What follows belongs to an exercise in optimizing a design on an open flow for small area, a short achievable clock period and few clock cycles; a production flow would make more cautious choices.
In this exercise RTL edits were held to simulation tests only and were not proved equivalent to the original.
Power figures rest on the tool's default switching activity, not on a simulated workload.

job 4352:
// cpu
module cpu (
    input clk,
    input reset,
    output reg [31:0] iaddr,
    input [31:0] idata,
    output reg [31:0] daddr,
    input [31:0] drdata,
    output reg [31:0] dwdata,
    output reg [3:0] dwe
);
    reg [31:1] pc_r;         
    wire [31:0] pc = {pc_r, 1'b0};
    reg [31:0] rf [1:31];
    reg        xv;
    reg [31:0] xa, xb;       
    reg [31:0] xtgt;         
    reg [4:0]  xrd;
    reg        xwen;
    reg [2:0]  xf3;
    reg        xsub, xsra, xload, xstore;
    reg        xb_eq, xb_lt, xb_ltu, xb_inv, xb_never;
    reg        xbf, xbp;     
    reg [3:0]  xbi;          
    reg [15:0] bht;
    reg        xj_unres;     
    reg        s_add, s_sll, s_slt, s_sltu, s_xor, s_sr, s_or, s_and, s_tgt;
    reg [31:0] mres;         
    reg [31:0] mdw;
    reg [3:0]  mdwe;
    reg [4:0]  mrd;
    reg        mwe, mload;
    reg [2:0]  mf3;
    reg [31:0] ld;
    always @(*) begin
        case (mf3[1:0])
            2'b00: begin
                case (mres[1:0])
                    2'b00: ld[7:0] = drdata[7:0];
                    2'b01: ld[7:0] = drdata[15:8];
                    2'b10: ld[7:0] = drdata[23:16];
                    default: ld[7:0] = drdata[31:24];
                endcase
                ld[31:8] = {24{ld[7] & ~mf3[2]}};
            end
            2'b01: begin
                ld[15:0] = mres[1] ? drdata[31:16] : drdata[15:0];
                ld[31:16] = {16{ld[15] & ~mf3[2]}};
            end
            default: ld = drdata;
        endcase
    end
    wire [31:0] mwdata = mload ? ld : mres;
    always @(*) begin
        daddr = mres;
        dwdata = mdw;
        dwe = mdwe & {4{~reset}};
    end
    always @(posedge clk) begin
        if (mwe) rf[mrd] <= mwdata;
    end
    wire [31:0] a = xa;
    wire [31:0] b = xb;
    wire [31:0] sum;
    pfx_add #(32) u_sum (.a(a), .b(b), .ci(xsub), .s(sum), .co());
    reg [31:0] lt_t, eq_t;
    reg [15:0] lt1, eq1;
    reg [7:0]  lt2, eq2;
    reg [3:0]  lt3, eq3;
    reg [1:0]  lt4, eq4;
    integer k;
  ...
Size: about 5900 cells after synthesis, roughly 1200 flip-flops, about 170 I/O pins, about 65000 um2 of cells after synthesis.
export LEC_CHECK = 0
export CAP_MARGIN = 20
export CORE_MARGIN = 2
export CORE_UTILIZATION = 40
export SETUP_SLACK_MARGIN = 5
export SLEW_MARGIN = 20
export TNS_END_PERCENT = 0
create_clock -name core_clock -period 10.0 [get_ports {clk}]
standard.sh (not shown) runs the stock make flow with config.mk's settings and CLKGATE_MAP_FILE= SYNTH_SCRIPT=/design/flow/synth_recipe.tcl, a recipe that flattens the netlist after the stock synthesis.
==> flow/flow/run.sh <==
#!/bin/bash
# Layout flow: the standard ORFS flow (standard.sh) with these changes:
#  - synthesis keeps adders as plain logic for ABC (no full/half-adder cell
#    extraction), so ABC can restructure carry logic for delay;
#  - port buffers are buf_4 cells instead of the default delay-type buffer;
#  - timing repair works on all endpoints and aims past the clock period;
#  - slew and capacitance repair keep a wider margin, so antenna diodes
#    added after repair do not push a net over its limit;
set -euo pipefail
bash standard.sh \
    ADDER_MAP_FILE= \
    "BUFFER_PORTS_ARGS=-buffer_cell sky130_fd_sc_hd__buf_4" \
    SETUP_SLACK_MARGIN=5.7 \
    TNS_END_PERCENT=100 \
    CAP_MARGIN=35 \
    SLEW_MARGIN=35 \
    "CTS_ARGS=-sink_clustering_enable -repair_clock_nets -dont_use_dummy_load -buf_list sky130_fd_sc_hd__clkbuf_8 -sink_clustering_size 50" \
    finish > orfs_make.log 2>&1
Both conditions hold for job 4352: the flow ran to the end and the final layout passed the timing, DRC and antenna checks.
Testbench counts of job 4352, summed over its fixed seeds: cycles 83,982.
Input changes introduced in job 4859 (baseline for comparison: job 4352):
--- a/flow/design.v
+++ b/flow/design.v
@@ -244,17 +244,18 @@
     wire        xadd  = xnw & s_add & ~xsub & ~xload;
     wire        lp1   = xadd & fw1 & (rs2 == 5'd0);     
     wire        lp2   = xadd & fw2 & (rs1 == 5'd0);     
     wire        l_eq  = z_x;
     wire        l_lts = lp1 ? s_x : (~s_x & ~z_x);
     wire        l_ltu = lp2 & ~z_x;
     wire        l_cmp = f3[2] ? (f3[1] ? l_ltu : l_lts) : l_eq;
     wire        l_tk  = (l_cmp ^ f3[0]) & (f3[2:1] != 2'b01);
-    wire        bpred = (lp1 | lp2) ? l_tk : (sgn | bht[pc[5:2]]);
+    wire        bpred_h = sgn | bht[pc[5:2]];
+    wire        bpred = (lp1 | lp2) ? l_tk : bpred_h;
     wire        fjmp  = is_jal | (is_br & bpred) | (is_jalr & jf);
     wire        ps_st = fstall;
     wire        ps_j  = ~fstall & is_jal;
     wire        ps_b  = ~fstall & is_br & bpred;
     wire        ps_r0 = ~fstall & is_jalr & j0;
     wire        ps_rx = ~fstall & is_jalr & ~j0 & jx;
     wire        ps_r1 = ~fstall & is_jalr & ~j0 & ~jx & jr1;
     wire        ps_l  = ~fstall & ~fjmp;
@@ -270,17 +271,17 @@
         end else begin
             pc_r <= redir ? rtgt[31:1] : pc_f[31:1];
             xv <= ~redir & ~fstall;
         end
         xa <= opa;
         xb <= (is_alui | is_load | is_jalr) ? imm_i :
               (is_store ? {{20{idata[31]}}, idata[31:25], idata[11:7]} : (is_sub ? ~opb : opb));
         xtgt <= is_store ? opb : ((is_lui | is_auipc) ? fut :
-                ((is_jal | is_jalr | bpred) ? flink : tgt_b));
+                ((is_jal | is_jalr | bpred_h) ? flink : tgt_b));
         xrd <= rd;
         xwen <= wen;
         xf3 <= f3;
         xsub <= is_sub;
         xsra <= idata[30] & (f3 == 3'b101);
         xload <= is_load;
         xstore <= is_store;
         xb_eq  <= is_br & (f3[2:1] == 2'b00);
--- outcome ---
Delta(fill cell total of the finished layout, job 4859 - job 4352) < 0. In job 4859 relative to job 4352, number of buffers inserted during clock tree synthesis had gone up slightly. Count of clock-buffer cells in the layout (lower): job 4352. Relative to job 4352, job 4859 improves total detailed-routing wirelength. The proportion of power drawn by combinational gates number comes out higher for job 4859 vs job 4352.
Testbench counts of job 4859, summed over its fixed seeds: cycles 83,982.

separate check: timing with driven ports:
In the flow no input, the clock included, has a driving cell. The finished layouts below were timed again as built, in two steps.
Step 1 sets driving cells, clkbuf_16 on the clock port and buf_2 on the other inputs (assumed; they add their load-dependent delay and slew).
Step 2 moves the port delays by t, midway between the first and last clock arrival at a register: inputs arrive t later, outputs are due t later. That takes back most of the time a late clock gives input paths.
Three values: ideal ports, drivers, drivers and shift; two values: the first two.
| run | t, ns | setup slack, ns | worst hold slack (ns) | latest minus earliest clock arrival (ns) |
|---|---|---|---|---|
| job 4352 | 0.990 | 5.300 / 5.244 / 4.254 | 0.463 / 0.463 / 0.463 | 0.133 / 0.133 |
| job 4859 | 1.033 | 5.453 / 5.487 / 4.454 | 0.493 / 0.493 / 0.493 | 0.134 / 0.134 |
After both steps setup and hold are still met in every run listed. For job 4352, which loses most, drivers alone change the setup slack by -0.056 ns; drivers and shift together by -1.046 ns.
